This is an optimization exercise on Yosys and OpenROAD, whose aim is small area, not a production implementation.
In this exercise RTL edits were held to simulation tests only and were not proved equivalent to the original.

==> trial 4: inputs <==
==> flow/design.v <==
`timescale 1ns / 1ps
module pim_system #(
    parameter int BUS_WIDTH_BITS           = 64,
    parameter int CMD_SIZE_BITS            = 64,
    parameter int FETCH_BUS_TRANSFERS      = 128,
    parameter int MACS_PER_CYCLE           = 16,
    parameter int PIM_BASE_LATENCY_CYCLES  = 20,
    parameter int FETCH_CYCLES             = 5,
    parameter int STORE_CYCLES             = 5,
    parameter int SEQUENCER_FIFO_DEPTH     = 4,
    parameter int MICROPROG_LEN_WORDS      = 4,
    parameter int ADDR_WIDTH_BITS          = 64,
    parameter int MEM_DEPTH_WORDS          = 1024
)(
    input  logic clk,
    input  logic rst_n,
    input  logic cpu_cmd_valid,
    input  logic [CMD_SIZE_BITS-1:0]  cpu_cmd_data,
    output logic cpu_cmd_ready,
    input  logic cpu_microprog_valid,
    input  logic [CMD_SIZE_BITS*MICROPROG_LEN_WORDS-1:0] cpu_microprog_data,
    output logic cpu_microprog_ack,
    input  logic cpu_execute_seq_valid,
    output logic cpu_execute_seq_ready,
    output logic pim_system_idle,
    output logic sequencer_busy_out
);
    localparam int CW = 14;    
    localparam int EW = 4*CW;  
    function automatic logic [CW-1:0] encode(input logic [63:0] w);
        logic c, b;
        c = (w[63:56] == 8'h03);
        b = (w[63:56] == 8'h01) || (w[63:56] == 8'h02) || (w[63:56] == 8'h04);
        encode = {c, w[15:4], c ? (|w[3:0]) : b};
    endfunction
    logic [EW-1:0] mem [0:3];
    logic [1:0] wr_ptr_q, rd_ptr_q;
    logic [2:0] count_q;
    logic       ack_q;
    logic       empty, full, do_write, do_read;
    logic [EW-1:0] wdata;
    assign wdata = {encode(cpu_microprog_data[255:192]), encode(cpu_microprog_data[191:128]),
                    encode(cpu_microprog_data[127:64]),  encode(cpu_microprog_data[63:0])};
    assign empty    = (count_q == 3'd0);
    assign full     = count_q[2];
    assign do_write = cpu_microprog_valid && !full;
    always_ff @(posedge clk) begin
        if (do_write) mem[wr_ptr_q] <= wdata;
    end
    always_ff @(posedge clk or negedge rst_n) begin
        if (!rst_n) begin
            wr_ptr_q <= '0;
            rd_ptr_q <= '0;
            count_q  <= '0;
            ack_q    <= 1'b0;
        end else begin
            ack_q <= do_write;
            if (do_write) wr_ptr_q <= wr_ptr_q + 2'd1;
            if (do_read)  rd_ptr_q <= rd_ptr_q + 2'd1;
            if (do_write && !do_read)      count_q <= count_q + 3'd1;
            else if (!do_write && do_read) count_q <= count_q - 3'd1;
        end
    end
    logic       seq_busy_q, seq_pre_q;
    logic [3:0] seq_cnt_q;
    logic [EW-1:0] prog_q;
    logic       seq_issue, seq_wait, seq_cleanup;
    logic       ctrl_busy, accept;
    assign seq_issue   = seq_busy_q && !seq_pre_q && !seq_cnt_q[3] && !seq_cnt_q[2];
    assign seq_wait    = seq_busy_q && !seq_pre_q && seq_cnt_q[2];
    assign seq_cleanup = seq_busy_q && !seq_pre_q && seq_cnt_q[3];
    assign do_read     = seq_busy_q && seq_pre_q && (seq_cnt_q == 4'd8);
    always_ff @(posedge clk) begin
        if (do_read) prog_q <= mem[rd_ptr_q];
    end
    always_ff @(posedge clk or negedge rst_n) begin
        if (!rst_n) begin
            seq_busy_q <= 1'b0;
            seq_pre_q  <= 1'b0;
            seq_cnt_q  <= '0;
        end else if (!seq_busy_q) begin
            if (!empty) begin
                seq_busy_q <= 1'b1;
                seq_pre_q  <= 1'b1;
                seq_cnt_q  <= '0;
            end
        end else if (seq_pre_q) begin
            if (seq_cnt_q == 4'd9) begin
                seq_pre_q <= 1'b0;
                seq_cnt_q <= '0;
            end else begin
                seq_cnt_q <= seq_cnt_q + 4'd1;
            end
        end else if (seq_cleanup) begin
            seq_busy_q <= 1'b0;
            seq_cnt_q  <= '0;
        end else if (seq_issue) begin
            if (!ctrl_busy) seq_cnt_q[2] <= 1'b1;
        end else begin  
            if (!ctrl_busy) begin
                seq_cnt_q[2] <= 1'b0;
                if (seq_cnt_q[1:0] == 2'd3) seq_cnt_q[3] <= 1'b1;
                else seq_cnt_q[1:0] <= seq_cnt_q[1:0] + 2'd1;
            end
        end
    end
    logic [12:0] ctr_q;
    logic        rnd_q;
    logic [CW-1:0] code;
    logic [12:0]   start;
    assign code = seq_issue ? prog_q[seq_cnt_q[1:0]*CW +: CW] : encode(cpu_cmd_data);
    assign start = code[CW-1] ? {1'b1, ~code[CW-2:1]} :
                   code[0]    ? 13'd8075 : 13'd19;
    assign ctrl_busy = (ctr_q != {8'd0, 4'b1100, rnd_q});
    assign accept    = !ctrl_busy && (seq_issue || cpu_cmd_valid);
    always_ff @(posedge clk or negedge rst_n) begin
        if (!rst_n) begin
            ctr_q <= 13'd24;
            rnd_q <= 1'b0;
        end else if (accept) begin
            ctr_q <= start;
            rnd_q <= code[CW-1] & code[0];
        end else if (ctrl_busy) begin
            ctr_q <= ctr_q + 13'd1;
        end
    end
    assign cpu_cmd_ready         = cpu_cmd_valid && !seq_issue && !ctrl_busy;
    assign cpu_microprog_ack     = ack_q;
    assign cpu_execute_seq_ready = !empty && !seq_busy_q;
    assign pim_system_idle       = !ctrl_busy && !seq_busy_q && empty;
    assign sequencer_busy_out    = seq_busy_q;
endmodule
==> flow/run.sh <==
#!/bin/bash
# synth_recipe.tcl (not shown) runs the flow's synth.tcl, then flattens the netlist and writes it again
# the make line also repeats each setting of config.mk as NAME=value (left out here)
make -C /OpenROAD-flow-scripts/flow DESIGN_CONFIG=/design/flow/config.mk WORK_HOME=/design/flow/orfs CLKGATE_MAP_FILE= SYNTH_SCRIPT=/design/flow/synth_recipe.tcl finish
==> flow/config.mk <==
export PLATFORM = sky130hd
export DESIGN_NAME = pim_system
export DESIGN_NICKNAME = pim_system
export VERILOG_FILES = /design/flow/design.v
export SDC_FILE = /design/flow/constraint.sdc
export NUM_CORES = 4
export LEC_CHECK = 0
export CAP_MARGIN = 20
export CORE_MARGIN = 2
export CORE_UTILIZATION = 40
export SLEW_MARGIN = 20
==> flow/constraint.sdc <==
create_clock -name core_clock -period 5.0 [get_ports {clk}]
set_input_delay 1.0000 -clock core_clock [delete_from_list [all_inputs] [get_ports {clk}]]
set_output_delay 1.0000 -clock core_clock [all_outputs]
set_load 0.01 [all_outputs]
==> build 92 (differences from trial 4) <==
==> flow/design.v, changed modules only <==
module pim_system #(
    parameter int BUS_WIDTH_BITS           = 64,
    parameter int CMD_SIZE_BITS            = 64,
    parameter int FETCH_BUS_TRANSFERS      = 128,
    parameter int MACS_PER_CYCLE           = 16,
    parameter int PIM_BASE_LATENCY_CYCLES  = 20,
    parameter int FETCH_CYCLES             = 5,
    parameter int STORE_CYCLES             = 5,
    parameter int SEQUENCER_FIFO_DEPTH     = 4,
    parameter int MICROPROG_LEN_WORDS      = 4,
    parameter int ADDR_WIDTH_BITS          = 64,
    parameter int MEM_DEPTH_WORDS          = 1024
)(
    input  logic clk,
    input  logic rst_n,
    input  logic cpu_cmd_valid,
    input  logic [CMD_SIZE_BITS-1:0]  cpu_cmd_data,
    output logic cpu_cmd_ready,
    input  logic cpu_microprog_valid,
    input  logic [CMD_SIZE_BITS*MICROPROG_LEN_WORDS-1:0] cpu_microprog_data,
    output logic cpu_microprog_ack,
    input  logic cpu_execute_seq_valid,
    output logic cpu_execute_seq_ready,
    output logic pim_system_idle,
    output logic sequencer_busy_out
);
    localparam int CW = 13;    
    localparam int EW = 4*CW;  
    function automatic logic [CW-1:0] encode(input logic [63:0] w);
        logic c, b, r;
        c = (w[63:56] == 8'h03);
        b = (w[63:56] == 8'h01) || (w[63:56] == 8'h02) || (w[63:56] == 8'h04);
        r = |w[3:0];
        encode = {!c || (w[4] && r), w[15:6], c ? w[5] : b, c && (w[4] || r)};
    endfunction
    logic [EW-1:0] mem [0:3];
    logic [3:0] valid_q;
    logic [3:0] move;
    logic       ack_q;
    logic       empty, full, do_write, do_read;
    logic [EW-1:0] wdata;
    assign wdata = {encode(cpu_microprog_data[255:192]), encode(cpu_microprog_data[191:128]),
                    encode(cpu_microprog_data[127:64]),  encode(cpu_microprog_data[63:0])};
    assign empty    = (valid_q == 4'b0000);
    assign full     = (valid_q == 4'b1111);
    assign do_write = cpu_microprog_valid && !full;
    assign move[3] = do_read;
    assign move[2] = valid_q[2] && (!valid_q[3] || move[3]);
    assign move[1] = valid_q[1] && (!valid_q[2] || move[2]);
    assign move[0] = valid_q[0] && (!valid_q[1] || move[1]);
    always_ff @(posedge clk) begin
        if (do_write) mem[0] <= wdata;
        for (int k = 1; k < 4; k++)
            if (move[k-1]) mem[k] <= mem[k-1];
    end
    always_ff @(posedge clk or negedge rst_n) begin
        if (!rst_n) begin
            valid_q <= '0;
            ack_q   <= 1'b0;
        end else begin
            ack_q <= do_write;
            valid_q[0] <= do_write || (valid_q[0] && !move[0]);
            for (int k = 1; k < 4; k++)
                valid_q[k] <= move[k-1] || (valid_q[k] && !move[k]);
        end
    end
    logic [4:0] seq_q;
    logic [EW-1:0] prog_q;
    logic       seq_busy, seq_issue;
    logic       ctrl_busy, accept;
    assign seq_busy  = (seq_q != 5'd0);
    assign seq_issue = seq_q[4] && !seq_q[3] && !seq_q[0];
    assign do_read   = (seq_q == 5'd14);
    always_ff @(posedge clk) begin
        if (do_read) prog_q <= mem[3];
    end
    always_ff @(posedge clk or negedge rst_n) begin
        if (!rst_n)
            seq_q <= 5'd0;
        else if (!seq_busy)
            seq_q <= empty ? 5'd0 : 5'd6;
        else if (seq_q[4] && seq_q[3])
            seq_q <= 5'd0;
        else if (!seq_q[4] || !ctrl_busy)
            seq_q <= seq_q + 5'd1;
    end
    logic [12:0] ctr_q;
    logic        rnd_q;
    logic [CW-1:0] code;
    logic [12:0]   start;
    always_comb begin
        code = encode(cpu_cmd_data) & {CW{!seq_issue}};
        for (int k = 0; k < 4; k++)
            code = code | (prog_q[k*CW +: CW] & {CW{seq_issue && seq_q[2:1] == 2'(k)}});
    end
    logic special;
    assign special = code[12] && !code[0];
    assign start = !special ? {1'b1, ~code[11:0]} : code[1] ? 13'd8075 : 13'd19;
    assign ctrl_busy = (ctr_q != {8'd0, 4'b1100, rnd_q});
    assign accept    = !ctrl_busy && (seq_issue || cpu_cmd_valid);
    always_ff @(posedge clk or negedge rst_n) begin
        if (!rst_n) begin
            ctr_q <= 13'd24;
            rnd_q <= 1'b0;
        end else if (accept) begin
            ctr_q <= start;
            rnd_q <= code[12] && code[0];
        end else if (ctrl_busy) begin
            ctr_q <= ctr_q + 13'd1;
        end
    end
    assign cpu_cmd_ready         = cpu_cmd_valid && !seq_issue && !ctrl_busy;
    assign cpu_microprog_ack     = ack_q;
    assign cpu_execute_seq_ready = !empty && !seq_busy;
    assign pim_system_idle       = !ctrl_busy && !seq_busy && empty;
    assign sequencer_busy_out    = seq_busy;
endmodule
==> flow/flow/run.sh (new file) <==
#!/bin/bash
# The standard layout (standard.sh: standard synthesis, floorplan,
# placement, CTS, routing), with two changes passed through the ORFS
# variables it reads:
#  - port buffers are the smallest buffer, buf_1 (every port still gets one);
#  - clock tree synthesis builds its tree from clkbuf_8 and its leaves from
#    clkbuf_4 in clusters of at most 11 sinks, without dummy loads.
# The whole make run's output goes to standard.log; ORFS keeps each
# tool's own log under orfs/logs/.
set -euo pipefail
export BUFFER_PORTS_ARGS="-buffer_cell sky130_fd_sc_hd__buf_1"
export CTS_ARGS="-sink_clustering_enable -repair_clock_nets -dont_use_dummy_load -buf_list {sky130_fd_sc_hd__clkbuf_4 sky130_fd_sc_hd__clkbuf_8} -root_buf sky130_fd_sc_hd__clkbuf_8 -tree_buf sky130_fd_sc_hd__clkbuf_8 -sink_clustering_buffer sky130_fd_sc_hd__clkbuf_4 -sink_clustering_size 11 -sink_clustering_max_diameter 40"
bash standard.sh > standard.log 2>&1
==> flow/standard.sh (new file) <==
#!/bin/bash
# synth_recipe.tcl (not shown) runs the flow's synth.tcl, then flattens the netlist and writes it again
# the make line also repeats each setting of config.mk as NAME=value (left out here)
make -C /OpenROAD-flow-scripts/flow DESIGN_CONFIG=/design/flow/config.mk WORK_HOME=/design/flow/orfs CLKGATE_MAP_FILE= SYNTH_SCRIPT=/design/flow/synth_recipe.tcl "${@:-finish}"
- CORE_UTILIZATION: 40 -> 60
- PLACE_DENSITY: not set -> 0.7
removed: flow/run.sh
==> impl_metrics.env <==
export IMPL_outcome="finished clean"
export IMPL_clk_pin_slew_ns=0.10
export IMPL_clkbuf_count=34
export IMPL_avgSynthCellArea_um2=19.4
export IMPL_clkCellAreaFrac_pct=2.60
export IMPL_multi_input_area_um2=1480
export IMPL_synthXorXnorAreaFrac_pct=1.14
export IMPL_first_pass_iters=4
the above is filed under build 92

==> impl_metrics.env <==
export IMPL_synthXorXnorAreaFrac_pct=1.52
export IMPL_clkCellAreaFrac_pct=6.82
export IMPL_clkbuf_count=35
export IMPL_clk_pin_slew_ns=0.06
export IMPL_outcome="finished clean"
export IMPL_multi_input_area_um2=2870
export IMPL_avgSynthCellArea_um2=19.8
the above is filed under trial 4

[port drivers added, routing unchanged]
In the flow no input, the clock included, has a driving cell. The finished layouts below were timed again as built, in two steps. Step 1 assumes that a clkbuf_16 drives the clock port and a buf_2 every other input. Step 2 adds t to the input delays and takes it off the output delays; t is the mean of the earliest and latest rising clock arrival at the registers after step 1. Input paths then give back, and output paths get back, about the clock's delay inside the block. Three values: ideal, step 1, step 2; two values: the first two.
run | t (ns) | slack for setup (ns) | clock arrival spread, ns | worst data-port slew with drivers (ns) | pins driven straight from the clock port
trial 4 | 0.585 | 1.099 / 1.054 / 1.529 | 0.009 / 0.009 | 0.08 | 1
build 92 | 0.518 | 1.550 / 1.513 / 1.742 | 0.058 / 0.058 | 0.04 | 1
After both steps setup and hold are still met in every run listed.
